From an optimization exercise on the open Yosys and OpenROAD flow, aimed at small area; shortcuts taken in it are not production practice. Only simulation tests tie the RTL to the original design; equivalence was not proved. Power figures rest on the tool's default switching activity, not on a simulated workload.

File: flow/design.v
`timescale 1ns / 1ps
module Adjust(CLK, RST, ButtonMode, ButtonDigit, ButtonValue, Editing, Digit, IncrementDigit);
	input CLK, RST;
	input ButtonMode; 
	input ButtonDigit;
	input ButtonValue;
	output reg Editing;
	output[2:0] Digit;
	output wire IncrementDigit;
	wire ButtonModePressed, ButtonDigitPressed;
	reg[1:0] Sel;
	ButtonHandler B1(.CLK(CLK), .Button(ButtonMode), .Pulse(ButtonModePressed));
	ButtonHandler B2(.CLK(CLK), .Button(ButtonDigit), .Pulse(ButtonDigitPressed));
	ButtonHandler B3(.CLK(CLK), .Button(ButtonValue), .Pulse(IncrementDigit));
	assign Digit = {Sel[1], Sel[0] & ~Sel[1], ~Sel[0]};
	always @ (posedge CLK or posedge RST) begin
		if(RST) begin
			Editing <= 1'b0;
			Sel <= 2'b00;
		end else begin
			if(ButtonModePressed) begin
				Editing <= ~Editing;
				Sel <= 2'b00;
			end
			if(ButtonDigitPressed) begin
				Sel <= {Sel[0] & ~Sel[1], ~Sel[1]};
			end
		end
	end
endmodule
module ButtonHandler(CLK, Button, Pulse);
	input CLK;
	input Button;
	output Pulse;
	reg[9:0] Run;
	wire[9:0] S = Run ^ 10'd682;
	assign Pulse = (S & 10'd255) == 10'd127;
	wire[9:0] N = ~Button ? 10'd726 :
		({S[8:0], ~(S[9] ^ S[2])} | ({10{Pulse}} & 10'd257));
	always @ (posedge CLK) begin
		Run <= N ^ 10'd682;
	end
endmodule
`timescale 1ns/1ps
module SecondTick(CLK, RST, Pulse, Tick);
	input CLK;
	input RST;
	output Pulse;
	output Tick;
	reg [6:0] A;
	reg [8:0] B;
	wire EndA = (A & 7'd61) == (7'd64 & 7'd61);
	wire EndB = (B & 9'd415) == (9'd28 & 9'd415);
	assign Pulse = EndA;
	assign Tick = EndA & EndB;
	always @ (posedge CLK or posedge RST) begin
		if(RST) begin
			A <= 7'd72;
			B <= 9'd28;
		end else begin
			A <= {A[5:0], A[6] ^ A[5]} ^ ({7{EndA}} & 7'd16);
			B <= {B[7:0], B[8] ^ B[4]} ^ ({9{EndB}} & 9'd1);
		end
	end
endmodule
`timescale 1ns/1ps
module SecondsMinutesDigits(CLK, RST, InTick, EditEnable, Increment, OutTick, MSD, LSD);
	input CLK;
	input RST;
	input InTick;
	input EditEnable;
	input Increment;
	output reg OutTick;
	output reg[2:0] MSD;
	output reg[3:0] LSD;
	wire Inc = InTick | (EditEnable & Increment);
	wire Carry = Inc & LSD[0] & LSD[3];
	wire Roll = Carry & MSD[0] & MSD[2];
	always @ (posedge CLK) begin
		OutTick <= Inc & (Roll | OutTick);
	end
	always @ (posedge CLK or posedge RST) begin
		if(RST) begin
			MSD <= 3'd0;
			LSD <= 4'd0;
		end else begin
			LSD[0] <= LSD[0] ^ Inc;
			LSD[1] <= LSD[1] ^ (Inc & LSD[0] & ~LSD[3]);
			LSD[2] <= LSD[2] ^ (Inc & LSD[0] & LSD[1]);
			LSD[3] <= LSD[3] ^ (Inc & LSD[0] & (LSD[3] | (LSD[1] & LSD[2])));
			MSD[0] <= MSD[0] ^ Carry;
			MSD[1] <= MSD[1] ^ (Carry & MSD[0] & ~MSD[2]);
			MSD[2] <= MSD[2] ^ (Carry & MSD[0] & (MSD[1] | MSD[2]));
		end
	end
endmodule
`timescale 1ns/1ps
module HoursDigits(CLK, RST, InTick, EditEnable, Increment, MSD, LSD);
	input CLK;
	input RST;
	input InTick;
	input EditEnable;
	input Increment;
	output reg[1:0] MSD;
	output reg[3:0] LSD;
	wire Inc = InTick | (EditEnable & Increment);
	wire Carry = Inc & LSD[0] & LSD[3];
	always @ (posedge CLK or posedge RST) begin
		if(RST) begin
			MSD <= 2'd0;
			LSD <= 4'd0;
		end else begin
			LSD[0] <= LSD[0] ^ Inc;
			LSD[1] <= LSD[1] ^ (Inc & LSD[0] & ~LSD[3]);
			LSD[2] <= LSD[2] ^ (Inc & LSD[0] & LSD[1] & ~MSD[1]);
			LSD[3] <= LSD[3] ^ (Inc & LSD[0] & (LSD[3] | (LSD[1] & LSD[2])));
			MSD[0] <= MSD[0] ^ Carry;
			MSD[1] <= MSD[1] ? ~(Inc & LSD[0] & LSD[1]) : (Carry & MSD[0]);
		end
	end
endmodule
`timescale 1ns/1ps
module SevenSegmentDriver(CLK, RST, Pulse, HourMSD, HourLSD, MinMSD, MinLSD, SecMSD, SecLSD, DigitEnable, DigitValue);
	input CLK;
	input RST;
	input Pulse;
	input[1:0] HourMSD;
	input[2:0] MinMSD, SecMSD;
	input[3:0] HourLSD, MinLSD, SecLSD;
	output[5:0] DigitEnable;
	output[6:0] DigitValue;
	reg[2:0] C;
	always @ (posedge CLK or posedge RST) begin
		if(RST) begin
			C <= 3'b000;
		end else if(Pulse) begin
			C <= {C[1:0], ~C[2]};
		end
	end
	assign DigitEnable[0] = ~C[2] & ~C[0];
	assign DigitEnable[1] =  C[0] & ~C[1];
	assign DigitEnable[2] =  C[1] & ~C[2];
	assign DigitEnable[3] =  C[2] &  C[0];
	assign DigitEnable[4] =  C[1] & ~C[0];
	assign DigitEnable[5] =  C[2] & ~C[1];
	wire[3:0] BCDValue =
		({4{DigitEnable[0]}} & SecLSD) |
		({4{DigitEnable[1]}} & {1'b0, SecMSD}) |
		({4{DigitEnable[2]}} & MinLSD) |
		({4{DigitEnable[3]}} & {1'b0, MinMSD}) |
		({4{DigitEnable[4]}} & HourLSD) |
		({4{DigitEnable[5]}} & {2'b00, HourMSD});
	SevenSegmentROM S1(.Address(BCDValue), .Data(DigitValue));
endmodule
module SevenSegmentROM(Address, Data);
	input[3:0] Address;
	output[6:0] Data;
	wire[3:0] a = Address;
  assign Data[6] = ((a[2]&~a[1]&~a[0]) | (~a[3]&~a[2]&~a[1]&a[0]));
  assign Data[5] = ((a[2]&~a[1]&a[0]) | (a[2]&a[1]&~a[0]));
  assign Data[4] = ((~a[2]&a[1]&~a[0]));
  assign Data[3] = ((a[2]&~a[1]&~a[0]) | (a[2]&a[1]&a[0]) | (~a[3]&~a[2]&~a[1]&a[0]));
  assign Data[2] = ((a[0]) | (a[2]&~a[1]));
  assign Data[1] = ((~a[2]&a[1]) | (a[1]&a[0]) | (~a[3]&~a[2]&a[0]));
  assign Data[0] = ((a[2]&a[1]&a[0]) | (~a[3]&~a[2]&~a[1]));
endmodule
`timescale 1ns/1ps
module Clock(CLK, RST, ButtonMode, ButtonDigit, ButtonValue, DigitEnable, DigitValue);
	input CLK;
	input RST;
	input ButtonMode, ButtonDigit, ButtonValue;
	output[5:0] DigitEnable;
	output[6:0] DigitValue;
	wire ScanPulse;
	wire SecondTick;
	wire MinuteTick;
	wire HourTick;
	wire[3:0] SecLSD, MinLSD, HourLSD;
	wire[2:0] SecMSD, MinMSD;
	wire[1:0] HourMSD;
	wire[2:0] ActiveDigit;
	wire IncrementDigit;
	wire GlobalPause;
	SecondTick T1(	.CLK(CLK),
					.RST(RST),
					.Pulse(ScanPulse),
					.Tick(SecondTick));
	Adjust A1(	.CLK(CLK),
				.RST(RST),
				.ButtonMode(ButtonMode),
				.ButtonDigit(ButtonDigit),
				.ButtonValue(ButtonValue),
				.Editing(GlobalPause),
				.Digit(ActiveDigit),
				.IncrementDigit(IncrementDigit));
	SecondsMinutesDigits S1(	.CLK(CLK),
								.RST(RST),
								.InTick(SecondTick & ~GlobalPause),
								.EditEnable(ActiveDigit[0] & GlobalPause),
								.Increment(IncrementDigit),
								.OutTick(MinuteTick),
								.MSD(SecMSD),
								.LSD(SecLSD));
	SecondsMinutesDigits S2(	.CLK(CLK),
								.RST(RST),
								.InTick(MinuteTick & ~GlobalPause),
								.EditEnable(ActiveDigit[1] & GlobalPause),
								.Increment(IncrementDigit),
								.OutTick(HourTick),
								.MSD(MinMSD),
								.LSD(MinLSD));
	HoursDigits H1(	.CLK(CLK),
					.RST(RST),
					.InTick(HourTick & ~GlobalPause),
					.EditEnable(ActiveDigit[2] & GlobalPause),
					.Increment(IncrementDigit),
					.MSD(HourMSD),
					.LSD(HourLSD));
	SevenSegmentDriver S3(	.CLK(CLK),
							.RST(RST),
							.Pulse(ScanPulse),
							.HourMSD(HourMSD),
							.HourLSD(HourLSD),
							.MinMSD(MinMSD),
							.MinLSD(MinLSD),
							.SecMSD(SecMSD),
							.SecLSD(SecLSD),
							.DigitEnable(DigitEnable),
							.DigitValue(DigitValue));
endmodule
File: flow/flow/run.sh
#!/bin/bash
# Own layout flow: the standard flow (standard.sh, unchanged synthesis) with two
# layout settings changed:
#  - port buffers are buf_1 (the standard flow picks a larger delay buffer);
#  - clock tree without dummy load cells, built from clkbuf_4;
set -euo pipefail
bash standard.sh \
  "BUFFER_PORTS_ARGS=-buffer_cell sky130_fd_sc_hd__buf_1" \
  "CTS_ARGS=-sink_clustering_enable -repair_clock_nets -dont_use_dummy_load -buf_list sky130_fd_sc_hd__clkbuf_16 -sink_clustering_size 80 -sink_clustering_max_diameter 200" \
  finish > standard_flow.log 2>&1
File: flow/standard.sh
#!/bin/bash
# synth_recipe.tcl (not shown) runs the flow's synth.tcl, then flattens the netlist and writes it again
# the make line also repeats each setting of config.mk as NAME=value (left out here)
make -C /OpenROAD-flow-scripts/flow DESIGN_CONFIG=/design/flow/config.mk WORK_HOME=/design/flow/orfs CLKGATE_MAP_FILE= SYNTH_SCRIPT=/design/flow/synth_recipe.tcl "${@:-finish}"
File: flow/config.mk
export PLATFORM = sky130hd
export DESIGN_NAME = Clock
export DESIGN_NICKNAME = Clock
export VERILOG_FILES = /design/flow/design.v
export SDC_FILE = /design/flow/constraint.sdc
export NUM_CORES = 4
export LEC_CHECK = 0
export CAP_MARGIN = 20
export CORE_MARGIN = 2
export CORE_UTILIZATION = 65
export CTS_BUF_LIST = sky130_fd_sc_hd__clkbuf_4
export CTS_CLUSTER_DIAMETER = 60
export CTS_CLUSTER_SIZE = 30
export SLEW_MARGIN = 20
File: flow/constraint.sdc
create_clock -name core_clock -period 10.0 [get_ports {CLK}]
set_input_delay 2.0000 -clock core_clock [delete_from_list [all_inputs] [get_ports {CLK}]]
set_output_delay 2.0000 -clock core_clock [all_outputs]
set_load 0.01 [all_outputs]
==> results_dict.tcl, run 1 <==
set metrics [dict create \
    rsz0062_at_grt "no" \
    final_util_pct 76.5 \
    clock_sink_count 74 \
    critPathRequiredTime_ns 8.00 \
    cts_made_buffers 9 \
    syn_area_um2 2780 \
    viasPerCell 5.44 \
    timing_worst_setup_path_type "reg2out" \
    yosysSeqAreaShare_pct 61.2 \
    dp_hpwl_mm 3.04 \
    fmax_mhz 248 \
    cts.reportedPaths.clkPinSlew_ns 0.05 \
    antennaDiodeCount 0 \
    start_util_pct 68.4 \
    synth_cell_types 43 \
    nNetsFinal 277 \
    pwr-share-comb_pct 2.4 \
    grt_pass1_wl_mm 8.07 \
    syn_to_final_growth_pct 11.8 \
    slew_headroom_pct 63.1 \
    fillers 277 \
    setup_viol 0 \
    internal_power_uw 471 \
    ys.warnings.count 6 \
    wl_per_cell_um 14.4 \
    htree_levels 3 \
    dr.pass1.iters 4 \
    synthTopCellsByArea "dfrtp_1 (33%), dfxtp_1 (23%), dfstp_2 (4.7%), nand2_1 (4.5%), xnor2_1 (3.2%)" \
    pwr-share-seq_pct 53.7 \
    die_area_um2 4810 \
    finalMaxSlewViolations 0 \
    outcome "complete, no violations" \
    cp_data_arrival_time_ns 2.04 \
    finalCritPeriodShare_pct 40.4 \
    cts_root_buffer "clkbuf_16" \
    power_leakage_uw 0.00137 \
    core-area_um2 4060 \
    hold_buffers 0 \
    swShare_pct 19.5 \
    portBuffers 17 \
    stdcell_count 314 \
    synthCells 243 \
    pin_count 18 \
    insertion_delay_ns 0.33 \
    antenna_found_initial 0 \
    cts_buffer_depth 2 \
    endpoint_kind "output pin" \
    grt_max_degree 43 \
    cts_resized 0 \
    dp_cells 305 \
    final.setup.tns_ns 0 \
    drc 0 \
    synth.largest_area_cell "dfrtp_1" \
    synth-seq-cells 74 \
    crit_path_max_fanout 10 \
    wl_mm 4.51 \
    synth_top_area_share_pct 33.3 \
    hold_viol 0 \
    grt_overflow 0 \
    period_needed_ns 4.04 \
    num_rows 23 \
    track_usage_pct 21.7 \
    place.gp.congestion 0.800 \
    hp-class "reg2reg" \
    cts_setup_buffers 0 \
    drive_gt1_share_pct 10.6 \
    cp-start-kind "register" \
    drv_cap 0 \
    p_clk_share_pct 43.9 \
    switching_power_uw 114 \
    power.density_nw_per_um2 188 \
    tightest_slew_ns 0.549 \
    die-height_um 69.4 \
    grt_pass1_vias 1803 \
    ir_drop_uv 138 \
    antenna_left 0 \
    cts_tree "done" \
    vias 1709 \
    skew_ns 0.0179 \
    drt_iter0_drc 82 \
    avgSynthCellArea_um2 11.4 \
    syn-num-nets 254 \
    fp.dieW_um 69.4 \
]
[cells in the mapped netlist]
| cell type | n |
|---|---|
| dfrtp_1 | 37 |
| nand2_1 | 33 |
| dfxtp_1 | 32 |
| nand2b_1 | 13 |
| nor2_1 | 11 |
| nor2b_1 | 11 |
| xnor2_1 | 10 |
| a21boi_1 | 6 |
| and2_1 | 6 |
| ha_1 | 6 |
| inv_1 | 6 |
| dfstp_2 | 5 |
| o21ai_0 | 5 |
| xor2_1 | 5 |
| a21oi_1 | 4 |
| inv_2 | 4 |
| mux2i_1 | 4 |
| nand4_1 | 4 |
| a22o_1 | 3 |
| clkbuf_1 | 3 |
| nand3_1 | 3 |
| o21a_1 | 3 |
| a221o_1 | 2 |
| a221oi_1 | 2 |
| a22oi_1 | 2 |
| a31oi_1 | 2 |
| buf_4 | 2 |
| o21ai_1 | 2 |
| o22ai_1 | 2 |
| or4_1 | 2 |
| a211oi_2 | 1 |
| buf_2 | 1 |
| nor2_8 | 1 |
| nor2b_2 | 1 |
| nor3_2 | 1 |
| nor3b_1 | 1 |
| nor4_1 | 1 |
| nor4_2 | 1 |
| o32ai_2 | 1 |
| or2_1 | 1 |
| or2_2 | 1 |
| or3_4 | 1 |
| or4_4 | 1 |
[final cells by class]
class | count | area [um2] | area share (%)
Inverter | 10 | 37.5 | 1.21
Sequential cell | 74 | 1700 | 54.7
Multi-Input combinational cell | 153 | 1010 | 32.5
Tap cell | 50 | 62.6 | 2.02
Clock buffer | 9 | 225 | 7.26
Timing Repair Buffer | 18 | 71.3 | 2.30
[per-stage QoR]
stage                     area, um2  worst slack (ns)  power, uW  hold slack (ns)
after global placement         2880              6.34        333            0.332
after global routing           3100              5.79        607            0.348
after CTS                      3100              5.96        590            0.347
after floorplan                2780              6.44        329            0.331
after detailed placement       2880              6.31        334            0.336
final                          3100              5.96        585            0.347
[worst max-delay path, stage by stage (launching register included)]
cell and delay (ns):
dfrtp_1 0.48, nor2b_2 0.23, a22o_1 0.27, or3_4 0.41
o21ai_1 0.14, nand2_1 0.07, buf_1 0.12
[per-layer routing]
layer	vias to the layer above	GRT usage, %	part of all wire, %
met3	10	8.43	4.0
li1	855	-	-
met4	0	10.5	1.9
met1	819	26.2	45
met2	25	34.2	49
met5	-	0	0
[worst paths after layout]
path | slack, ns | start | cells after the start | to
worst max-delay path | 5.96 | S3.C[1] | 6 | DigitValue[1]
worst min register to register | 0.35 | T1.B[5] | 0 | T1.B[6]
worst min-delay path | 0.35 | T1.B[5] | 0 | T1.B[6]
max in group asynchronous | 7.84 | RST | 3 | T1.A[6]
min in group asynchronous | 1.77 | RST | 3 | T1.B[5]
worst max register to register | 7.57 | T1.A[0] | 9 | S1.MSD[1]
[cells in the final DEF, fill, tap and decap left out, types with 3 or more instances in the layout]
cell,netlist,routed
nor2_1,11,11
mux2i_1,4,4
inv_1,6,6
xor2_1,5,5
nand3_1,3,3
dfrtp_1,37,37
a21boi_1,6,6
ha_1,6,6
buf_1,0,17
nor2b_1,11,11
clkbuf_16,0,9
dfxtp_1,32,32
nand4_1,4,4
a21oi_1,4,4
and2_1,6,6
xnor2_1,10,10
nand2_1,33,33
inv_2,4,4
dfstp_2,5,5
o21ai_0,5,5
nand2b_1,13,13
a22o_1,3,3
o21a_1,3,3
[cells by family after synthesis]
group | count (synthesis) | share of synthesized area, %
and+or+nand+nor | 93 | 18.3
DFF | 74 | 61.2
AOI/OAI and AO/OA | 35 | 9.19
buffers and inverters | 16 | 2.48
xor gates and xnor gates | 15 | 4.73
adders and majority gates | 6 | 2.70
muxes | 4 | 1.44
[sequential cells by signal, summed over array words and instances, names as in the netlist, 2 cells and up]
register / flops
H1.MSD: 2
T1.A: 7
A1.B2.Run: 10
S1.MSD: 3
S2.LSD: 4
S2.MSD: 3
S1.LSD: 4
S3.C: 3
A1.B1.Run: 10
A1.B3.Run: 10
H1.LSD: 4
T1.B: 9
A1.Sel: 2
[power groups by stage]
stage / registers [uW] / clock network, uW / logic, uW
3_5_place_dp: 319 / 0 / 14.5
5_1_grt: 315 / 275 / 16.9
2_1_floorplan: 318 / 0 / 11.6
6_report: 314 / 257 / 14.3
3_3_place_gp: 319 / 0 / 13.9
4_1_cts: 314 / 262 / 14.7
==> run 2, diff against run 1 <==
==> flow/flow/run.sh (replaced) <==
#!/bin/bash
# Own layout flow, built on the standard flow (standard.sh):
#  1. Synthesis: the standard synthesis script (synth_recipe.tcl, unchanged
#     registers and names) with the ABC mapping script replaced by an area-oriented
#     one (flow/abc_map.script: two rounds of dch + amap, no buffering/upsizing).
#     ORFS's scripts are copied to scripts_abc/ and only abc_area.script differs.
#  2. Layout: the standard flow from floorplan on, with port buffers of buf_1
#     (the standard flow picks a larger delay buffer) and a clock tree of clkbuf_4
#     without dummy load cells.
# Each step's full output goes to its own log file here (synth.log, layout.log),
# beside ORFS's own logs under orfs/logs.
set -euo pipefail
W=$PWD
rm -rf "$W/scripts_abc"
cp -r "$FLOW_HOME/scripts" "$W/scripts_abc"
cp "$W/flow/abc_map.script" "$W/scripts_abc/abc_area.script"
bash standard.sh "SCRIPTS_DIR=$W/scripts_abc" "ABC_AREA=1" synth > synth.log 2>&1
bash standard.sh \
  "BUFFER_PORTS_ARGS=-buffer_cell sky130_fd_sc_hd__buf_1" \
  "CTS_ARGS=-sink_clustering_enable -repair_clock_nets -dont_use_dummy_load -buf_list sky130_fd_sc_hd__clkbuf_4 -sink_clustering_size 30 -sink_clustering_max_diameter 60" \
  finish > layout.log 2>&1
==> flow/flow/abc_map.script (new file) <==
strash
dch
amap
strash
dch
amap
topo
==> run 2 against run 1 <==
  * Clock-buffer cell count unchanged
  * Clock power shrank 53%
  * Register-to-register slack worse by 0.11 ns
  * Worst hold slack improved by 0.010 ns
  * Combinational power is essentially flat
  * Via count up 3.2%
  * Utilization down 4.8 points
  * Largest cell class unchanged
==> results_dict.tcl, run 2 <==
set metrics [dict create \
    antennaDiodeCount 0 \
    reg_top3 "A1.B1.Run: 10 flops, A1.B2.Run: 10 flops, A1.B3.Run: 10 flops" \
    core-area_um2 3910 \
    tightest_slew_ns 0.831 \
    cts_tree "done" \
    r2r_cells 11 \
    synthCells 253 \
    grt_pass1_wl_mm 7.16 \
    timing_worst_setup_path_type "reg2out" \
    cts_buffer_depth 2 \
    fmax_mhz 210 \
    die-height_um 67.3 \
    power_uw 449 \
    final.setup.tns_ns 0 \
    power_leakage_uw 0.00126 \
    cts_resized 0 \
    vias 1764 \
    dr.pass1.iters 7 \
    syn-num-nets 264 \
    drc 0 \
    cts_setup_buffers 0 \
    grt_max_degree 43 \
    avgSynthCellArea_um2 10.3 \
    seq_area_um2 1700 \
    synthTopCellsByArea "dfrtp_1 (36%), dfxtp_1 (25%), nor2_1 (6.5%), dfstp_2 (5.0%), nand2_1 (4.9%)" \
    period_needed_ns 4.77 \
    skew_ns 0.0132 \
    multi_input_area_um2 791 \
    ir_drop_uv 112 \
    drive_gt1_share_pct 5.36 \
    yosysSeqAreaShare_pct 65.2 \
    ys.warnings.count 6 \
    fin_area_um2 2810 \
    start_util_pct 66.6 \
    hold_viol 0 \
    antenna_left 0 \
    cts.reportedPaths.clkPinSlew_ns 0.09 \
    slowest_delay_ns 0.66 \
    cts_made_buffers 9 \
    nNetsFinal 293 \
    synth_cell_types 27 \
    num_rows 23 \
    endpoint_kind "output pin" \
    yosysMostFrequentCell "nor2_1" \
    critPathRequiredTime_ns 8.00 \
    drv_cap 0 \
    slew_headroom_pct 43.2 \
    pin_count 18 \
    crit_cells 8 \
    setup_viol 0 \
    rsz0062_at_grt "no" \
    fp.dieW_um 67.3 \
    power.density_nw_per_um2 160 \
    fillers 298 \
    finalCritPeriodShare_pct 47.7 \
    outcome "complete, no violations" \
    synth_edf_count 0 \
    wl_mm 4.28 \
    die_area_um2 4530 \
    cp_cell_sequence "clkinv_1 -> nor2_1 -> a22o_1 -> a2111oi_0 -> nand2_1 -> o32ai_1 -> o21bai_1 -> buf_1" \
    synth-main-ff-cell "dfrtp_1" \
    holdWs_ns 0.357 \
    portBuffers 17 \
    synth.top_cells.by_count "nor2_1 (45), dfrtp_1 (37), nand2_1 (34), dfxtp_1 (32), clkinv_1 (31)" \
    crit_path_max_fanout 5 \
    antenna_found_initial 0 \
    htree_levels 3 \
    syn_to_final_growth_pct 7.73 \
    hold_buffers 0 \
    synth.largest_area_cell "dfrtp_1" \
    syn_area_um2 2600 \
    path_buf_inv 2 \
    ys_async_sr_fraction_pct 56.8 \
    place.gp.congestion 0.760 \
    slowest_stage "a2111oi_0" \
    drt_iter0_drc 211 \
    clock_sink_count 74 \
    synth_top_area_share_pct 35.5 \
    wl_per_cell_um 13.0 \
    dp_hpwl_mm 3.16 \
    insertion_delay_ns 0.39 \
    finalMaxSlewViolations 0 \
    cp_data_arrival_time_ns 2.77 \
    cts_root_buffer "clkbuf_4" \
    placed_area_um2 2740 \
    cp-start-kind "register" \
    grt_overflow 0 \
    path_delay_family "compound AO/OA/AOI/OAI gates" \
    layout_common_cells "nor2_1 (45), dfrtp_1 (37), nand2_1 (34)" \
    whs_path_depth 0 \
    grt_pass1_vias 1627 \
    hp-class "reg2reg" \
    synth-seq-cells 74 \
    track_usage_pct 22.5 \
    layout_commonest_cell "nor2_1" \
    viasPerCell 5.35 \
]
-- run 2: final timing paths --
| kind | from | to | slack (ns) |
|---|---|---|---|
| min reg2reg | T1.B[5] | T1.B[6] | 0.36 |
| max | S3.C[1] | DigitValue[3] | 5.23 |
| max reg2reg | T1.B[3] | S1.MSD[1] | 7.46 |
| min | T1.B[5] | T1.B[6] | 0.36 |
| max in group asynchronous | RST | T1.B[2] | 7.95 |
| min in group asynchronous | RST | T1.B[7] | 1.68 |
-- run 2: cell families (layout without fill, tap and decap cells) --
family	count (synthesis)	in the layout	share of synthesized area, %
AND/OR/NAND/NOR	98	98	15.8
flip-flops	74	74	65.2
AO/OA/AOI/OAI	40	40	10.4
buffers and inverters	31	58	4.47
adder cells (fa/ha/maj)	6	6	2.88
XOR/XNOR	4	4	1.34
-- run 2: final cells by class --
type	instances	area share, %
Tap cell	50	2.23
Inverter	31	4.15
Multi-Input combinational cell	148	28.2
Sequential cell	74	60.5
Timing Repair Buffer	18	2.54
Clock buffer	9	2.41
-- run 2: power by group --
part	switching (uW)	internal (uW)
Combinational	9.12	4.87
Clock	79.7	41.8
Sequential	5.67	307
-- run 2: metal layers --
metal  GRT usage (%)  part of all wire [%]
met1            26.4                    46
met2            36.5                    48
met3            10.3                   5.1
met4            8.16                   1.3
met5               0                     0
-- run 2: stage by stage --
step	std cells	setup slack (ns)	utilization (%)
after detailed placement	321	5.69	70.0
after floorplan	253	5.83	-
after global routing	330	4.92	71.7
final	330	5.23	71.7
after CTS	330	5.22	71.7
after global placement	321	5.82	70.0
==> run 3, diff against run 2 <==
--- a/flow/flow/run.sh
+++ b/flow/flow/run.sh
@@ -4,3 +4,4 @@
 #     registers and names) with the ABC mapping script replaced by an area-oriented
-#     one (flow/abc_map.script: two rounds of dch + amap, no buffering/upsizing).
+#     one (flow/abc_map.script: two rounds of dch + amap, no buffering/upsizing),
+#     and without the adder-extraction step (ADDER_MAP_FILE empty).
 #     ORFS's scripts are copied to scripts_abc/ and only abc_area.script differs.
@@ -16,3 +17,3 @@
 cp "$W/flow/abc_map.script" "$W/scripts_abc/abc_area.script"
-bash standard.sh "SCRIPTS_DIR=$W/scripts_abc" "ABC_AREA=1" synth > synth.log 2>&1
+bash standard.sh "SCRIPTS_DIR=$W/scripts_abc" "ABC_AREA=1" "ADDER_MAP_FILE=" synth > synth.log 2>&1
 bash standard.sh \
==> run 3 against run 2 <==
  * Critical path depth grew 1
  * First-iteration DRC count fell by 15%
  * Worst hold slack worse by 0.0038 ns
  * Clock-buffer cell count unchanged
  * Setup slack better by 0.42 ns
  * Die area is 1.3% lower
  * Largest cell class unchanged
  * Largest power group unchanged
==> results_dict.tcl, run 3 <==
set metrics [dict create \
    final.setup.tns_ns 0 \
    cts_made_buffers 9 \
    crit_path_max_fanout 5 \
    synthCells 255 \
    timing_worst_setup_path_type "reg2out" \
    pin_count 18 \
    synth_cell_types 25 \
    antenna_left 0 \
    dp_cells 321 \
    syn_area_um2 2570 \
    setup_viol 0 \
    stdcell_count 330 \
    layout_common_cells "nor2_1 (44), nand2_1 (39), dfrtp_1 (37)" \
    setup_slack_ns 5.65 \
    num_rows 22 \
    fmax_mhz 230 \
    syn_to_final_growth_pct 7.74 \
    slew_headroom_pct 56.9 \
    yosysSeqAreaShare_pct 66.1 \
    core-area_um2 3740 \
    cts_root_buffer "clkbuf_4" \
    yosysMostFrequentCell "nor2_1" \
    rsz0062_at_grt "no" \
    nNetsFinal 289 \
    synth_top_area_share_pct 36.0 \
    grt_pass1_wl_mm 7.18 \
    htree_levels 3 \
    die_area_um2 4470 \
    start_util_pct 68.6 \
    cts_buffer_depth 2 \
    power_uw 448 \
    finalCritPeriodShare_pct 43.5 \
    viasPerCell 5.46 \
    outcome "complete, no violations" \
    cts_tree "done" \
    avgSynthCellArea_um2 10.1 \
    ir_drop_uv 175 \
    syn-num-nets 260 \
    dr.pass1.iters 5 \
    drv_cap 0 \
    drc 0 \
    fin_area_um2 2770 \
    hp-class "reg2reg" \
    critPathRequiredTime_ns 8.00 \
    grt_overflow 0 \
    dp_slack_ns 6.04 \
    endpoint_kind "output pin" \
    ys.warnings.count 6 \
    reg_top3 "A1.B1.Run: 10 flops, A1.B2.Run: 10 flops, A1.B3.Run: 10 flops" \
    tightest_slew_ns 0.644 \
    drt_iter0_drc 180 \
    portBuffers 17 \
    hold_buffers 0 \
    power_leakage_uw 0.00119 \
    cts_resized 0 \
    antennaDiodeCount 0 \
    wl_per_cell_um 12.7 \
    hold_viol 0 \
    antenna_found_initial 0 \
    dp_hpwl_mm 3.10 \
    power.density_nw_per_um2 162 \
    finalMaxSlewViolations 0 \
    wl_mm 4.18 \
    synth_edf_count 0 \
    die-height_um 66.9 \
    vias 1801 \
    seq_area_um2 1700 \
    synth-seq-cells 74 \
    fp.dieW_um 66.9 \
    grt_max_degree 43 \
    synthTopCellsByArea "dfrtp_1 (36%), dfxtp_1 (25%), nor2_1 (6.4%), nand2_1 (5.7%), dfstp_2 (5.1%)" \
    skew_ns 0.0328 \
    insertion_delay_ns 0.39 \
    drive_gt1_share_pct 5.32 \
    cts_setup_buffers 0 \
    period_needed_ns 4.35 \
    layout_commonest_cell "nor2_1" \
    multi_input_area_um2 771 \
    placed_area_um2 2700 \
    fillers 288 \
    ys_async_sr_fraction_pct 56.8 \
    synth-main-ff-cell "dfrtp_1" \
    cp_data_arrival_time_ns 2.35 \
    cp-start-kind "register" \
    synth.largest_area_cell "dfrtp_1" \
    track_usage_pct 22.5 \
    place.gp.congestion 0.757 \
    cts.reportedPaths.clkPinSlew_ns 0.07 \
    synth.top_cells.by_count "nor2_1 (44), nand2_1 (39), dfrtp_1 (37), dfxtp_1 (32), clkinv_1 (27)" \
    clock_sink_count 74 \
    grt_pass1_vias 1682 \
]
-- run 3: cell count changes after synthesis, sizes merged, moves of 2 or more --
| cell | previous run | this run |
|---|---|---|
| ha | 6 | 0 |
| a21oi | 7 | 12 |
| nand2 | 34 | 39 |
| o21a | 2 | 7 |
| clkinv | 31 | 27 |
| nand3 | 3 | 5 |
| nor2b | 5 | 3 |
| o21ai | 9 | 7 |
-- run 3: final cells by class --
type / instances / share of cell area, %
clock buffer: 9 / 2.44
timing repair buffer: 18 / 2.58
multi-input combinational: 154 / 27.8
sequential: 74 / 61.3
tap: 48 / 2.17
inverter: 27 / 3.66
-- run 3: worst paths after layout --
path | to | slack (ns) | from | cells past startpoint
max | DigitValue[3] | 5.65 | S3.C[0] | 9
min | T1.B[7] | 0.35 | T1.B[6] | 0
max reg2reg | S1.MSD[1] | 7.70 | T1.B[3] | 9
min reg2reg | T1.B[7] | 0.35 | T1.B[6] | 0
max in group asynchronous | H1.MSD[0] | 7.93 | RST | 3
min in group asynchronous | A1.Sel[1] | 1.69 | RST | 3
-- run 3: worst max-delay path: stages, from the launching register on --
cell      delay (ns)
dfrtp_1         0.40
clkinv_1        0.09
nor2_1          0.09
a222oi_1        0.33
nand2_1         0.18
a211oi_1        0.29
nor2b_1         0.21
o21a_1          0.14
or2_0           0.11
buf_1           0.15
-- run 3: per-layer routing --
metal  global-route usage (%)  wire length (um)
met5                        0                 0
met2                     34.5              1910
met4                     9.95                63
met1                     27.2              1950
met3                     10.5               264
-- run 3: power breakdown --
part / switching, uW / leakage, uW / total, uW / internal, uW
registers: 5.70 / 0.000806 / 313 / 307
clock network: 79.2 / 0.0000414 / 121 / 41.8
logic: 9.15 / 0.000344 / 13.9 / 4.74
total: 94.1 / 0.00119 / 448 / 354
-- run 3: cells by family after synthesis --
kind of cell / count (synthesis) / synth area share, %
buffers and inverters: 27 / 3.94
AOI/OAI and AO/OA: 47 / 12.2
DFF: 74 / 66.1
and+or+nand+nor: 104 / 16.8
xor gates and xnor gates: 3 / 1.02
-- run 3: through the flow --
stage	hold WS (ns)	utilization, %
6_report	0.354	74.0
5_1_grt	0.353	74.0
4_1_cts	0.357	74.0
3_5_place_dp	0.335	72.2
3_3_place_gp	0.333	72.2
2_1_floorplan	0.331	-
==> run 4, diff against run 3 <==
--- a/flow/design.v
+++ b/flow/design.v
@@ -35,8 +35,8 @@
 	reg[9:0] Run;
-	wire[9:0] S = Run ^ 10'd682;
-	assign Pulse = (S & 10'd255) == 10'd127;
-	wire[9:0] N = ~Button ? 10'd726 :
-		({S[8:0], ~(S[9] ^ S[2])} | ({10{Pulse}} & 10'd257));
+	wire[9:0] S = Run ^ 10'd661;
+	assign Pulse = (S & 10'd759) == 10'd517;
+	wire[9:0] N = ~Button ? 10'd362 :
+		({S[8:0], S[9] ^ S[2]} & ~({10{Pulse}} & 10'd10));
 	always @ (posedge CLK) begin
-		Run <= N ^ 10'd682;
+		Run <= N ^ 10'd661;
 	end
@@ -52,3 +52,3 @@
 	wire EndA = (A & 7'd61) == (7'd64 & 7'd61);
-	wire EndB = (B & 9'd415) == (9'd28 & 9'd415);
+	wire EndB = (B[6:0] == 7'd7);
 	assign Pulse = EndA;
@@ -58,6 +58,6 @@
 			A <= 7'd72;
-			B <= 9'd28;
+			B <= 9'd7;
 		end else begin
 			A <= {A[5:0], A[6] ^ A[5]} ^ ({7{EndA}} & 7'd16);
-			B <= {B[7:0], B[8] ^ B[4]} ^ ({9{EndB}} & 9'd1);
+			B <= {B[7:0], B[8] ^ B[4]} ^ ({9{EndB}} & 9'd128);
 		end
--- a/flow/flow/run.sh
+++ b/flow/flow/run.sh
@@ -20,3 +20,3 @@
   "BUFFER_PORTS_ARGS=-buffer_cell sky130_fd_sc_hd__buf_1" \
-  "CTS_ARGS=-sink_clustering_enable -repair_clock_nets -dont_use_dummy_load -buf_list sky130_fd_sc_hd__clkbuf_4 -sink_clustering_size 30 -sink_clustering_max_diameter 60" \
+  "CTS_ARGS=-sink_clustering_enable -repair_clock_nets -dont_use_dummy_load -buf_list sky130_fd_sc_hd__clkbuf_8 -sink_clustering_size 40 -sink_clustering_max_diameter 100 -sink_buffer_max_cap_derate 1.0" \
   finish > layout.log 2>&1
==> run 4 against run 3 <==
  * Still clean on timing, DRC and antenna
  * Total power rose by 9.6%
  * First-iteration DRC count fell by 12%
  * Global-route usage rose by 0.60 points
  * Setup slack got worse by 0.25 ns
  * Clock power increased by about 40%
  * Largest cell class unchanged
==> results_dict.tcl, run 4 <==
set metrics [dict create \
    ys_async_sr_fraction_pct 56.8 \
    stdcell_count 326 \
    vias 1787 \
    grt_pass1_wl_mm 7.58 \
    cts_buffer_depth 2 \
    ys.warnings.count 6 \
    die-height_um 66.8 \
    synth-main-ff-cell "dfrtp_1" \
    dp_cells 317 \
    outcome "complete, no violations" \
    synthTopCellsByArea "dfrtp_1 (36%), dfxtp_1 (25%), nand2_1 (5.9%), dfstp_2 (5.1%), nor2_1 (4.5%)" \
    drt_iter0_drc 159 \
    crit_path_max_fanout 4 \
    drive_gt1_share_pct 5.40 \
    nNetsFinal 285 \
    yosysSeqAreaShare_pct 66.3 \
    dr.pass1.iters 4 \
    cts_made_buffers 9 \
    place.gp.congestion 0.778 \
    final.setup.tns_ns 0 \
    power_leakage_uw 0.00121 \
    grt_max_degree 43 \
    hp-class "reg2reg" \
    synthCells 251 \
    dp_hpwl_mm 3.00 \
    synth_top_area_share_pct 36.2 \
    reg2reg_slack_ns 7.87 \
    clock_sink_count 74 \
    start_util_pct 68.9 \
    fillers 265 \
    cts_tree "done" \
    cts_root_buffer "clkbuf_8" \
    synth_edf_count 0 \
    tightest_slew_ns 0.502 \
    htree_levels 3 \
    wl_per_cell_um 13.3 \
    synth_cell_types 27 \
    cts_resized 0 \
    fp.dieW_um 66.8 \
    pin_count 18 \
    finalMaxSlewViolations 0 \
    multi_input_area_um2 757 \
    core-area_um2 3720 \
    antennaDiodeCount 0 \
    insertion_delay_ns 0.34 \
    grt_pass1_vias 1741 \
    slew_headroom_pct 66.5 \
    hold_buffers 0 \
    die_area_um2 4460 \
    fmax_mhz 218 \
    setup_viol 0 \
    cp-start-kind "register" \
    ir_drop_uv 131 \
    portBuffers 17 \
    seq_area_um2 1700 \
    synth.top_cells.by_count "nand2_1 (40), dfrtp_1 (37), dfxtp_1 (32), nor2_1 (31), clkinv_1 (28)" \
    power.density_nw_per_um2 174 \
    layout_commonest_cell "nand2_1" \
    skew_ns 0.0190 \
    period_needed_ns 4.59 \
    layout_common_cells "nand2_1 (40), dfrtp_1 (37), dfxtp_1 (32)" \
    antenna_found_initial 0 \
    synth.largest_area_cell "dfrtp_1" \
    grt_overflow 0 \
    synth-seq-cells 74 \
    critPathRequiredTime_ns 8.00 \
    cp_data_arrival_time_ns 2.59 \
    cts_setup_buffers 0 \
    syn_area_um2 2560 \
    finalCritPeriodShare_pct 45.9 \
    timing_worst_setup_path_type "reg2out" \
    avgSynthCellArea_um2 10.2 \
    num_rows 22 \
    viasPerCell 5.48 \
    syn_to_final_growth_pct 9.97 \
    drv_cap 0 \
    yosysMostFrequentCell "nand2_1" \
    endpoint_kind "output pin" \
    hold_viol 0 \
    rsz0062_at_grt "no" \
    cts.reportedPaths.clkPinSlew_ns 0.08 \
    drc 0 \
    syn-num-nets 256 \
    reg_top3 "A1.B1.Run: 10 flops, A1.B2.Run: 10 flops, A1.B3.Run: 10 flops" \
    track_usage_pct 23.1 \
    antenna_left 0 \
    wl_mm 4.35 \
]
==> run 4: power breakdown <==
group	switching [uW]	internal [uW]	leakage (uW)
registers	4.32	306	0.000807
clock network	88.9	80.2	0.0000647
logic	7.40	3.57	0.000335
==> run 4: kinds of logic (layout without fill, tap and decap cells) <==
family	count (synthesis)	count (layout)	share of synthesized area [%]
flops	74	74	66.3
simple gates	93	93	15.7
compound gates	55	55	13.5
xor+xnor	1	1	0.342
buf+inv	28	55	4.11
==> run 4: worst paths after layout <==
kind | startpoint | end | cells after the start
min in group asynchronous | RST | T1.B[4] | 3
min reg2reg | T1.B[0] | T1.B[1] | 0
max reg2reg | A1.B3.Run[0] | S1.MSD[2] | 9
max in group asynchronous | RST | T1.B[2] | 3
min | T1.B[0] | T1.B[1] | 0
max | S3.C[0] | DigitValue[3] | 9
==> run 4: layout make-up <==
type,instances,share of cell area [%]
Sequential cell,74,60.3
Multi-Input combinational cell,149,26.9
Tap cell,48,2.13
Timing Repair Buffer,18,2.53
Clock buffer,9,4.40
Inverter,28,3.73
==> run 4: through the flow <==
| stage | hold WS (ns) | total power, uW | worst slack [ns] | utilization [%] | area (um2) |
|---|---|---|---|---|---|
| after floorplan | 0.331 | 323 | 5.89 | - | 2560 |
| after detailed placement | 0.335 | 328 | 5.75 | 72.4 | 2690 |
| after global routing | 0.353 | 510 | 5.15 | 75.8 | 2820 |
| after global placement | 0.333 | 327 | 5.88 | 72.4 | 2690 |
| final | 0.350 | 491 | 5.41 | 75.8 | 2820 |
| after CTS | 0.351 | 494 | 5.39 | 75.8 | 2820 |
==> run 4: critical path: stages (launching register included) <==
cell      delay, ns
dfrtp_1        0.40
clkinv_1       0.09
nor2_1         0.09
a222oi_1       0.30
o21ai_0        0.14
a221oi_1       0.37
clkinv_1       0.22
o32ai_1        0.34
o21bai_1       0.17
buf_1          0.16
==> run 4: metal layers <==
metal	vias to the layer above	global-route usage, %	share of wire, %
met1	826	29.9	49
met5	-	0	0
li1	908	-	-
met2	44	36.9	45
met3	9	5.07	4.3
met4	0	11.5	1.8
==> run 5, diff against run 4 <==
--- a/flow/flow/run.sh
+++ b/flow/flow/run.sh
@@ -20,3 +20,3 @@
   "BUFFER_PORTS_ARGS=-buffer_cell sky130_fd_sc_hd__buf_1" \
-  "CTS_ARGS=-sink_clustering_enable -repair_clock_nets -dont_use_dummy_load -buf_list sky130_fd_sc_hd__clkbuf_8 -sink_clustering_size 40 -sink_clustering_max_diameter 100 -sink_buffer_max_cap_derate 1.0" \
+  "CTS_ARGS=-repair_clock_nets -dont_use_dummy_load -buf_list sky130_fd_sc_hd__clkbuf_4" \
   finish > layout.log 2>&1
==> run 5 against run 4 <==
  * Cell area down 2.0%
  * Worst hold slack lost 0.0030 ns
  * Total power shrank 9.5%
  * Critical path depth did not move
  * Critical endpoint unchanged
  * Global-route usage is 0.77 points lower
  * Clock power down 27%
  * Largest power group unchanged
  * Via count down 1.7%
  * Wire length is 3.7% lower
  * Non-clock buffer count unchanged
==> results_dict.tcl, run 5 <==
set metrics [dict create \
    outcome "complete, no violations" \
    hp-class "reg2reg" \
    hold_buffers 0 \
    antennaDiodeCount 0 \
    r2r-start "A1.B3.Run[0]" \
    synth-seq-cells 74 \
    antenna_found_initial 0 \
    reg2reg_slack_ns 7.86 \
    syn-num-nets 256 \
    synthTopCellsByArea "dfrtp_1 (36%), dfxtp_1 (25%), nand2_1 (5.9%), dfstp_2 (5.1%), nor2_1 (4.5%)" \
    fillers 281 \
    finalCritPeriodShare_pct 46.4 \
    dp_slack_ns 5.75 \
    finalMaxSlewViolations 0 \
    cpMostUsedCell "clkinv_1" \
    synthCells 251 \
    reg_top3 "A1.B1.Run: 10 flops, A1.B2.Run: 10 flops, A1.B3.Run: 10 flops" \
    slowest_delay_ns 0.41 \
    r2r_cells 9 \
    vias 1757 \
    r2r_end "S1.MSD[2]" \
    ir_drop_uv 128 \
    htree_levels 3 \
    synth.top_cells.by_count "nand2_1 (40), dfrtp_1 (37), dfxtp_1 (32), nor2_1 (31), clkinv_1 (28)" \
    clock_sink_count 74 \
    cp_data_arrival_time_ns 2.64 \
    cp-start-kind "register" \
    fmax_mhz 216 \
    cts_buffer_depth 2 \
    setup_viol 0 \
    insertion_delay_ns 0.39 \
    cts_made_buffers 9 \
    drt_iter0_drc 168 \
    synth_cell_types 27 \
    grt_max_degree 43 \
    slew_headroom_pct 66.5 \
    tightest_slew_ns 0.502 \
    setup_slack_ns 5.36 \
    use_met2_pct 35.4 \
    start_util_pct 68.9 \
    syn_to_final_growth_pct 7.77 \
    use_met3_pct 4.56 \
    skew_ns 0.0264 \
    power_leakage_uw 0.00118 \
    core-area_um2 3720 \
    antenna_left 0 \
    place.gp.congestion 0.778 \
    cts_resized 0 \
    synth.largest_area_cell "dfrtp_1" \
    timing_worst_setup_path_type "reg2out" \
    ys_async_sr_fraction_pct 56.8 \
    track_usage_pct 22.4 \
    period_needed_ns 4.64 \
    ys.warnings.count 6 \
    crit_path_max_fanout 4 \
    met1_usage_pct 29.1 \
    num_rows 22 \
    grt_pass1_wl_mm 7.33 \
    die_area_um2 4460 \
    final.setup.tns_ns 0 \
    synth_edf_count 0 \
    layout_common_cells "nand2_1 (40), dfrtp_1 (37), dfxtp_1 (32)" \
    cts.reportedPaths.clkPinSlew_ns 0.11 \
    synth_top_area_share_pct 36.2 \
    cp_cell_sequence "clkinv_1 -> nor2_1 -> a222oi_1 -> o21ai_0 -> a221oi_1 -> clkinv_1 -> o32ai_1 -> o21bai_1 -> buf_1" \
    portBuffers 17 \
    cts_root_buffer "clkbuf_4" \
    syn_area_um2 2560 \
    fp.dieW_um 66.8 \
    seq_area_um2 1700 \
    drc 0 \
    avgSynthCellArea_um2 10.2 \
    grt_pass1_vias 1691 \
    startpoint "S3.C[0]" \
    grt_overflow 0 \
    synth-main-ff-cell "dfrtp_1" \
    pin_count 18 \
    endpoint_kind "output pin" \
    wl_per_cell_um 12.8 \
    wl_mm 4.19 \
    power.density_nw_per_um2 161 \
    top_usage_layer "met2" \
    yosysSeqAreaShare_pct 66.3 \
    power_uw 444 \
    drive_gt1_share_pct 5.40 \
    rsz0062_at_grt "no" \
    cts_setup_buffers 0 \
    nNetsFinal 285 \
    cp-endpoint "DigitValue[3]" \
    critPathRequiredTime_ns 8.00 \
    dp_hpwl_mm 3.00 \
    hold_viol 0 \
    slowest_stage "dfrtp_1" \
    multi_input_area_um2 757 \
    die-height_um 66.8 \
    viasPerCell 5.39 \
    drv_cap 0 \
    layout_commonest_cell "nand2_1" \
    cts_tree "done" \
    dr.pass1.iters 6 \
    yosysMostFrequentCell "nand2_1" \
]
==> run 5: critical path: cells and delay by family (launching register included) <==
| kind | cells | cell delay [ns] |
|---|---|---|
| AOI/OAI and AO/OA | 5 | 1.30 |
| and+or+nand+nor | 1 | 0.08 |
| buffers and inverters | 3 | 0.47 |
| DFF | 1 | 0.41 |
==> run 5: logic make-up (layout without fill, tap and decap cells) <==
logic type	after synthesis	in the layout	share of synthesized area [%]
xor+xnor	1	1	0.342
buf+inv	28	55	4.11
simple gates	93	93	15.7
compound gates	55	55	13.5
flops	74	74	66.3
==> run 5: how the worst min path moves through the flow <==
stage / startpoint / to / slack, ns / cells after the start
2_1_floorplan: T1.A[1] / T1.A[2] / 0.33 / 0
3_3_place_gp: T1.A[1] / T1.A[2] / 0.33 / 0
3_5_place_dp: T1.A[1] / T1.A[2] / 0.33 / 0
4_1_cts: T1.B[0] / T1.B[1] / 0.35 / 0
5_1_grt: T1.B[0] / T1.B[1] / 0.34 / 0
6_report: T1.B[0] / T1.B[1] / 0.35 / 0
==> run 5: per-layer routing <==
layer	share of wire, %	wire, um
met1	48	2000
met2	47	1950
met3	4.4	186
met4	1.1	45
met5	0	0
==> run 5: power by group <==
part	total, uW	switching [uW]	leakage (uW)	internal [uW]
logic	10.9	7.37	0.000335	3.57
registers	310	4.36	0.000807	306
clock network	123	80.8	0.0000414	41.9
total	444	92.5	0.00118	352
==> run 5: per-stage QoR <==
stage          utilization, %  cells  cell area [um2]  hold WS, ns
5_1_grt                  74.2    326             2760        0.344
6_report                 74.2    326             2760        0.347
4_1_cts                  74.2    326             2760        0.347
3_5_place_dp             72.4    317             2690        0.335
2_1_floorplan               -    251             2560        0.331
3_3_place_gp             72.4    317             2690        0.333
==> run 5: layout make-up <==
cell class	count	area share, %
multi-input cells	149	27.4
clock buffers	9	2.45
well taps	48	2.18
inverters	28	3.81
repair buffers	18	2.59
flip-flops and latches	74	61.5
==> run 6, diff against run 5 <==
--- a/flow/flow/run.sh
+++ b/flow/flow/run.sh
@@ -20,3 +20,3 @@
   "BUFFER_PORTS_ARGS=-buffer_cell sky130_fd_sc_hd__buf_1" \
-  "CTS_ARGS=-repair_clock_nets -dont_use_dummy_load -buf_list sky130_fd_sc_hd__clkbuf_4" \
+  "CTS_ARGS=-sink_clustering_enable -sink_clustering_levels 1 -sink_clustering_size 40 -sink_clustering_max_diameter 150 -repair_clock_nets -dont_use_dummy_load -buf_list sky130_fd_sc_hd__clkbuf_8" \
   finish > layout.log 2>&1
==> run 6 against run 5 <==
  * Critical path type unchanged
  * Final cell count unchanged
  * Synthesized cell count unchanged
  * Utilization up 1.5 points
  * Non-clock buffer count unchanged
  * Synthesized area unchanged
  * Still clean
==> results_dict.tcl, run 6 <==
set metrics [dict create \
    fin_area_um2 2820 \
    syn-num-nets 256 \
    skew_ns 0.0190 \
    synth_top_family_by_area "simple AND/OR/NAND/NOR gates" \
    fp.dieW_um 66.8 \
    syn_to_final_growth_pct 9.97 \
    start_util_pct 68.9 \
    die_area_um2 4460 \
    pwr-share-seq_pct 63.3 \
    final_util_pct 75.8 \
    cts_tree "done" \
    htree_levels 3 \
    slew_headroom_pct 66.5 \
    synth_top_area_share_pct 36.2 \
    finalMaxSlewViolations 0 \
    drv_cap 0 \
    layout_commonest_cell "nand2_1" \
    synthSimpleGateAreaFrac_pct 15.7 \
    hold_buffers 0 \
    finalCritPeriodShare_pct 45.9 \
    grt_pass1_wl_mm 7.58 \
    internal_power_uw 390 \
    die-height_um 66.8 \
    synth_compound_area_share_pct 13.5 \
    grt_pass1_vias 1741 \
    track_usage_pct 23.1 \
    cts.reportedPaths.clkPinSlew_ns 0.08 \
    grt_max_degree 43 \
    place.gp.congestion 0.778 \
    ys.warnings.count 6 \
    synth_cell_types 27 \
    cts_resized 0 \
    fmax_mhz 218 \
    layout_common_cells "nand2_1 (40), dfrtp_1 (37), dfxtp_1 (32)" \
    synth_xor_xnor_area_share_pct 0.342 \
    drt_iter0_drc 159 \
    pin_count 18 \
    cts_made_buffers 9 \
    syn_area_um2 2560 \
    wl_mm 4.35 \
    placed_area_um2 2690 \
    timing_worst_setup_path_type "reg2out" \
    cp-start-kind "register" \
    viasPerCell 5.48 \
    synthAdderAreaFrac_pct 0 \
    yosysSeqAreaShare_pct 66.3 \
    synthCells 251 \
    cp_data_arrival_time_ns 2.59 \
    synthMuxAreaShare_pct 0 \
    period_needed_ns 4.59 \
    endpoint_kind "output pin" \
    vias 1787 \
    antenna_found_initial 0 \
    swShare_pct 20.5 \
    avgSynthCellArea_um2 10.2 \
    nNetsFinal 285 \
    grt_overflow 0 \
    antenna_left 0 \
    cts_buffer_depth 2 \
    hp-class "reg2reg" \
    core-area_um2 3720 \
    fillers 265 \
    setup_viol 0 \
    synth_edf_count 0 \
    synth-main-ff-cell "dfrtp_1" \
    ir_drop_uv 131 \
    cts_setup_buffers 0 \
    synth.top_cells.by_count "nand2_1 (40), dfrtp_1 (37), dfxtp_1 (32), nor2_1 (31), clkinv_1 (28)" \
    tightest_slew_ns 0.502 \
    portBuffers 17 \
    insertion_delay_ns 0.34 \
    rsz0062_at_grt "no" \
    synthTopCellsByArea "dfrtp_1 (36%), dfxtp_1 (25%), nand2_1 (5.9%), dfstp_2 (5.1%), nor2_1 (4.5%)" \
    hold_viol 0 \
    final.setup.tns_ns 0 \
    pwr-share-comb_pct 2.2 \
    clock_sink_count 74 \
    yosysMostFrequentCell "nand2_1" \
    reg_top3 "A1.B1.Run: 10 flops, A1.B2.Run: 10 flops, A1.B3.Run: 10 flops" \
    critPathRequiredTime_ns 8.00 \
    dr.pass1.iters 4 \
    drc 0 \
    crit_path_max_fanout 4 \
    dp_slack_ns 5.75 \
    r2r_cells 9 \
    whs_path_depth 0 \
    antennaDiodeCount 0 \
    power_leakage_uw 0.00121 \
    setup_slack_ns 5.41 \
    num_rows 22 \
    dp_hpwl_mm 3.00 \
    power.density_nw_per_um2 174 \
    synth-seq-cells 74 \
    p_clk_share_pct 34.5 \
    drive_gt1_share_pct 5.40 \
    cts_root_buffer "clkbuf_8" \
    wl_per_cell_um 13.3 \
    switching_power_uw 101 \
    synth.largest_area_cell "dfrtp_1" \
    ys_async_sr_fraction_pct 56.8 \
    outcome "complete, no violations" \
]
run 6: logic make-up (layout without fill, tap and decap cells):
family	after synthesis	after routing
AOI/OAI and AO/OA	55	55
buffers and inverters	28	55
and+or+nand+nor	93	93
xor gates and xnor gates	1	1
DFF	74	74
run 6: metal layers:
| metal | vias to the layer above | global-route usage (%) | wire length, um | share of wire [%] |
|---|---|---|---|---|
| met3 | 9 | 5.07 | 189 | 4.3 |
| met1 | 826 | 29.9 | 2120 | 49 |
| met2 | 44 | 36.9 | 1960 | 45 |
| li1 | 908 | - | - | - |
| met4 | 0 | 11.5 | 80 | 1.8 |
| met5 | - | 0 | 0 | 0 |
run 6: worst paths after layout:
check	startpoint	to	slack [ns]
min reg2reg	T1.B[0]	T1.B[1]	0.35
min in group asynchronous	RST	T1.B[4]	1.75
max reg2reg	A1.B3.Run[0]	S1.MSD[2]	7.87
min	T1.B[0]	T1.B[1]	0.35
max in group asynchronous	RST	T1.B[2]	7.87
max	S3.C[0]	DigitValue[3]	5.41
run 6: critical path, stage by stage, from the launching register on:
cell	delay, ns
dfrtp_1	0.40
clkinv_1	0.09
nor2_1	0.09
a222oi_1	0.30
o21ai_0	0.14
a221oi_1	0.37
clkinv_1	0.22
o32ai_1	0.34
o21bai_1	0.17
buf_1	0.16
run 6: area by class of cell:
cell class / count / area, um2 / share of cell area (%)
flip-flops and latches: 74 / 1700 / 60.3
multi-input cells: 149 / 757 / 26.9
clock buffers: 9 / 124 / 4.40
inverters: 28 / 105 / 3.73
repair buffers: 18 / 71.3 / 2.53
well taps: 48 / 60.1 / 2.13
run 6: stage by stage:
step,total power (uW),hold WS (ns),instances
2_1_floorplan,323,0.331,251
3_3_place_gp,327,0.333,317
3_5_place_dp,328,0.335,317
4_1_cts,494,0.351,326
5_1_grt,510,0.353,326
6_report,491,0.350,326
run 6: power groups by stage:
stage | combinational (uW) | sequential [uW] | clock (uW)
global placement | 10.8 | 316 | 0
CTS | 11.3 | 311 | 172
floorplan | 7.37 | 315 | 0
finish | 11.0 | 311 | 169
detailed placement | 11.3 | 316 | 0
global route | 12.9 | 312 | 185
==> run 7, diff against run 6 <==
--- a/flow/design.v
+++ b/flow/design.v
@@ -103,17 +103,18 @@
 	input Increment;
-	output reg[1:0] MSD;
-	output reg[3:0] LSD;
+	output[1:0] MSD;
+	output[3:0] LSD;
+	reg[3:0] Code;
+	reg Ten;
 	wire Inc = InTick | (EditEnable & Increment);
-	wire Carry = Inc & LSD[0] & LSD[3];
-	always @ (posedge CLK or posedge RST) begin
-		if(RST) begin
-			MSD <= 2'd0;
-			LSD <= 4'd0;
-		end else begin
-			LSD[0] <= LSD[0] ^ Inc;
-			LSD[1] <= LSD[1] ^ (Inc & LSD[0] & ~LSD[3]);
-			LSD[2] <= LSD[2] ^ (Inc & LSD[0] & LSD[1] & ~MSD[1]);
-			LSD[3] <= LSD[3] ^ (Inc & LSD[0] & (LSD[3] | (LSD[1] & LSD[2])));
-			MSD[0] <= MSD[0] ^ Carry;
-			MSD[1] <= MSD[1] ? ~(Inc & LSD[0] & LSD[1]) : (Carry & MSD[0]);
+	wire Nine = Code[3] & Code[0] & ~Code[1] & ~Code[2];
+	wire Wrap = (Code[3] & Code[2] & Code[0]) | (Nine & ~Ten);
+	assign LSD = Code;
+	assign MSD = {Code[3] & (Code[2] | Code[1]), Ten};
+	always @ (posedge CLK or posedge RST) begin
+		if(RST) begin
+			Code <= 4'd0;
+			Ten <= 1'b0;
+		end else if(Inc) begin
+			Code <= Wrap ? 4'd0 : Code + 1'b1;
+			if(Nine) Ten <= ~Ten;
 		end
@@ -158,9 +159,9 @@
 	wire[3:0] a = Address;
-  assign Data[6] = ((a[2]&~a[1]&~a[0]) | (~a[3]&~a[2]&~a[1]&a[0]));
-  assign Data[5] = ((a[2]&~a[1]&a[0]) | (a[2]&a[1]&~a[0]));
-  assign Data[4] = ((~a[2]&a[1]&~a[0]));
-  assign Data[3] = ((a[2]&~a[1]&~a[0]) | (a[2]&a[1]&a[0]) | (~a[3]&~a[2]&~a[1]&a[0]));
-  assign Data[2] = ((a[0]) | (a[2]&~a[1]));
-  assign Data[1] = ((~a[2]&a[1]) | (a[1]&a[0]) | (~a[3]&~a[2]&a[0]));
-  assign Data[0] = ((a[2]&a[1]&a[0]) | (~a[3]&~a[2]&~a[1]));
+  assign Data[6] = ((~a[3]&a[2]&~a[1]&~a[0]) | (~a[3]&~a[2]&~a[1]&a[0]) | (a[3]&a[1]&a[0]));
+  assign Data[5] = ((~a[3]&a[2]&~a[1]&a[0]) | (a[2]&a[1]&~a[0]));
+  assign Data[4] = ((~a[3]&~a[2]&a[1]&~a[0]) | (a[3]&a[2]&~a[0]));
+  assign Data[3] = ((a[2]&a[1]&a[0]) | (~a[3]&a[2]&~a[1]&~a[0]) | (~a[3]&~a[2]&~a[1]&a[0]) | (a[3]&a[1]&a[0]));
+  assign Data[2] = ((a[0]) | (~a[3]&a[2]&~a[1]));
+  assign Data[1] = ((~a[3]&~a[2]&a[1]) | (a[3]&a[2]) | (a[1]&a[0]) | (~a[3]&~a[2]&a[0]));
+  assign Data[0] = ((a[3]&a[1]) | (a[2]&a[1]&a[0]) | (~a[3]&~a[2]&~a[1]));
 endmodule
--- a/flow/flow/run.sh
+++ b/flow/flow/run.sh
@@ -20,3 +20,3 @@
   "BUFFER_PORTS_ARGS=-buffer_cell sky130_fd_sc_hd__buf_1" \
-  "CTS_ARGS=-sink_clustering_enable -sink_clustering_levels 1 -sink_clustering_size 40 -sink_clustering_max_diameter 150 -repair_clock_nets -dont_use_dummy_load -buf_list sky130_fd_sc_hd__clkbuf_8" \
+  "CTS_ARGS=-repair_clock_nets -dont_use_dummy_load -buf_list sky130_fd_sc_hd__clkbuf_4" \
   finish > layout.log 2>&1
==> run 7 against run 6 <==
  * Largest cell class unchanged
  * Total power down 9.5%
  * Non-clock buffer count unchanged
  * Utilization down 2.0 points
  * Critical endpoint unchanged
  * Sequential power down 1%
  * Register-to-register slack worse by 0.29 ns
  * First-iteration DRC count up 15%
  * Die area down 0.69%
  * Fmax up 3.2%
  * Clock power down 25%
  * Via count up 0.50%
  * Still clean
==> results_dict.tcl, run 7 <==
set metrics [dict create \
    synth_edf_count 0 \
    syn-num-nets 253 \
    cp_data_arrival_time_ns 2.45 \
    viasPerCell 5.56 \
    synth.top_cells.by_count "nor2_1 (37), dfrtp_1 (36), nand2_1 (36), dfxtp_1 (32), clkinv_1 (22)" \
    period_needed_ns 4.45 \
    p_clk_share_pct 28.6 \
    top_usage_layer "met2" \
    clock_sink_count 73 \
    ir_drop_uv 131 \
    hold_viol 0 \
    power.density_nw_per_um2 162 \
    dp_hpwl_mm 3.07 \
    cts_tree "done" \
    layout_common_cells "nor2_1 (37), dfrtp_1 (36), nand2_1 (36)" \
    critPathRequiredTime_ns 8.00 \
    synthTopCellsByArea "dfrtp_1 (35%), dfxtp_1 (25%), nor2_1 (5.5%), nand2_1 (5.3%), dfstp_2 (5.2%)" \
    rsz0062_at_grt "no" \
    grt_max_degree 42 \
    internal_power_uw 347 \
    crit_path_max_fanout 5 \
    reg_top3 "A1.B1.Run: 10 flops, A1.B2.Run: 10 flops, A1.B3.Run: 10 flops" \
    fp.dieW_um 66.5 \
    grt_pass1_wl_mm 7.69 \
    insertion_delay_ns 0.41 \
    slowest_delay_ns 0.51 \
    path_buf_inv 3 \
    cts_setup_buffers 0 \
    track_usage_pct 24.2 \
    syn_to_final_growth_pct 7.83 \
    drc 0 \
    synth_top_area_share_pct 35.5 \
    grt_overflow 0 \
    synthCells 248 \
    cpMostUsedCell "nor2_1" \
    skew_ns 0.0276 \
    placed_area_um2 2670 \
    grt_pass1_vias 1741 \
    die-height_um 66.5 \
    met1_usage_pct 30.8 \
    r2r-start "T1.B[0]" \
    start_util_pct 68.4 \
    hold_buffers 0 \
    endpoint_kind "output pin" \
    finalMaxSlewViolations 0 \
    cts_root_buffer "clkbuf_4" \
    drt_iter0_drc 183 \
    path_delay_family "compound AO/OA/AOI/OAI gates" \
    vias 1796 \
    num_rows 22 \
    pwr-share-seq_pct 69.0 \
    holdWs_ns 0.365 \
    power_leakage_uw 0.00118 \
    syn_area_um2 2540 \
    fmax_mhz 225 \
    wl_mm 4.41 \
    synth_cell_types 28 \
    dr.pass1.iters 4 \
    cts_buffer_depth 2 \
    fillers 270 \
    use_met2_pct 36.5 \
    cts_made_buffers 9 \
    synth-main-ff-cell "dfrtp_1" \
    min_from "T1.B[7]" \
    drv_cap 0 \
    synth-seq-cells 73 \
    use_met3_pct 8.28 \
    fin_area_um2 2740 \
    startpoint "S3.C[1]" \
    core-area_um2 3720 \
    wl_per_cell_um 13.6 \
    portBuffers 17 \
    yosysSeqAreaShare_pct 65.8 \
    synth.largest_area_cell "dfrtp_1" \
    avgSynthCellArea_um2 10.2 \
    nNetsFinal 282 \
    antenna_found_initial 0 \
    die_area_um2 4430 \
    hp-class "reg2reg" \
    swShare_pct 21.8 \
    ys_async_sr_fraction_pct 56.2 \
    finalCritPeriodShare_pct 44.5 \
    cp_cell_sequence "clkinv_1 -> nor2_1 -> a222oi_1 -> clkinv_1 -> nor2_1 -> nor2_1 -> a21oi_1 -> o21a_1 -> or2_0 -> buf_1" \
    slew_headroom_pct 65.5 \
    timing_worst_setup_path_type "reg2out" \
    setup_viol 0 \
    pwr-share-comb_pct 2.3 \
    drive_gt1_share_pct 5.45 \
    cp-start-kind "register" \
    switching_power_uw 97.0 \
    ys.warnings.count 6 \
    tightest_slew_ns 0.518 \
    final.setup.tns_ns 0 \
    yosysMostFrequentCell "nor2_1" \
    layout_commonest_cell "nor2_1" \
    antennaDiodeCount 0 \
    antenna_left 0 \
    slowest_stage "a222oi_1" \
    cts.reportedPaths.clkPinSlew_ns 0.11 \
    outcome "complete, no violations" \
    cts_resized 0 \
    pin_count 18 \
    place.gp.congestion 0.883 \
    htree_levels 3 \
]
-- run 7: cell types whose count changed in the layout (fill, tap and decap cells not counted), moves of 4 or more --
cell	before	now
clkinv_1	28	22
clkbuf_4	0	9
nor2_1	31	37
clkbuf_8	9	0
nand2_1	40	36
a21oi_1	14	10
-- run 7: per-layer routing --
layer	share of wire [%]	routed length (um)
met5	0	0
met4	1.2	54
met3	5.0	222
met2	46	2040
met1	47	2090
-- run 7: power groups by stage --
stage / combinational [uW] / clock [uW] / sequential [uW]
after floorplan: 6.77 / 0 / 311
after global placement: 10.1 / 0 / 312
after detailed placement: 10.6 / 0 / 312
after CTS: 10.7 / 131 / 307
after global routing: 12.4 / 142 / 308
final: 10.3 / 127 / 307
-- run 7: worst paths after layout --
check,slack [ns],cells after the start,endpoint
worst max-delay path,5.55,10,DigitValue[3]
worst min-delay path,0.36,0,T1.B[8]
worst max register to register,7.58,8,S1.MSD[1]
worst min register to register,0.36,0,T1.B[8]
max in group asynchronous,7.94,3,T1.B[1]
min in group asynchronous,1.68,3,T1.B[8]
-- run 7: cell type report --
cell class,count,area [um2],share of cell area (%)
inverters,22,82.6,3.01
multi-input cells,153,786,28.7
repair buffers,18,71.3,2.60
well taps,48,60.1,2.19
flip-flops and latches,73,1670,61.1
clock buffers,9,67.6,2.47
-- run 7: cells by family after synthesis --
| family | after synthesis | share of synthesized area (%) |
|---|---|---|
| and+or+nand+nor | 102 | 17.7 |
| DFF | 73 | 65.8 |
| AOI/OAI and AO/OA | 50 | 12.9 |
| buffers and inverters | 22 | 3.25 |
| xor gates and xnor gates | 1 | 0.345 |
-- run 7: worst reg2reg max path: stages, from the launching register on --
cell and delay [ns]:
dfstp_2 0.55, nand4b_1 0.09, or4_1 0.43, o32ai_1 0.41
nand2_1 0.19, nor2b_1 0.23, nand2_1 0.15, nor2_1 0.14
o21ai_0 0.09
-- run 7: per-stage QoR --
| stage | setup WS (ns) | total power (uW) | utilization, % | instances |
|---|---|---|---|---|
| 2_1_floorplan | 6.16 | 318 | - | 248 |
| 3_3_place_gp | 6.09 | 322 | 71.9 | 314 |
| 3_5_place_dp | 5.97 | 323 | 71.9 | 314 |
| 4_1_cts | 5.53 | 448 | 73.7 | 323 |
| 5_1_grt | 5.33 | 462 | 73.7 | 323 |
| 6_report | 5.55 | 444 | 73.7 | 323 |

re-timing with driven ports:
The results above use ideal ports. As a check the final layouts listed here were re-extracted and re-timed, cells and wires unchanged.
Step 1 sets driving cells, clkbuf_16 on the clock port and buf_2 on the other inputs (assumed; they add their load-dependent delay and slew).
Step 2 times the ports against the registers' clock, not the clock port: input delays grow and output delays shrink by t, the midpoint of the rising clock arrivals with the driver on.
a / b / c = ideal ports / drivers / drivers and shift; a / b = the first two.
run | t, ns | slack for setup (ns) | worst hold slack (ns) | worst slew at a driven data input, ns | cell pins on the clock port's net
run 1 | 0.349 | 5.962 / 5.930 / 6.279 | 0.347 / 0.347 / 0.347 | 0.03 | 1
run 2 | 0.411 | 5.233 / 5.208 / 5.620 | 0.357 / 0.357 / 0.357 | 0.03 | 1
run 3 | 0.402 | 5.654 / 5.629 / 6.032 | 0.354 / 0.354 / 0.354 | 0.03 | 1
run 4 | 0.355 | 5.407 / 5.381 / 5.736 | 0.350 / 0.350 / 0.350 | 0.03 | 1
run 5 | 0.401 | 5.360 / 5.336 / 5.737 | 0.347 / 0.347 / 0.347 | 0.03 | 1
run 6 | 0.355 | 5.407 / 5.381 / 5.736 | 0.350 / 0.350 / 0.350 | 0.03 | 1
run 7 | 0.423 | 5.551 / 5.527 / 5.950 | 0.365 / 0.365 / 0.365 | 0.03 | 1
After both steps setup and hold are still met in every run listed.
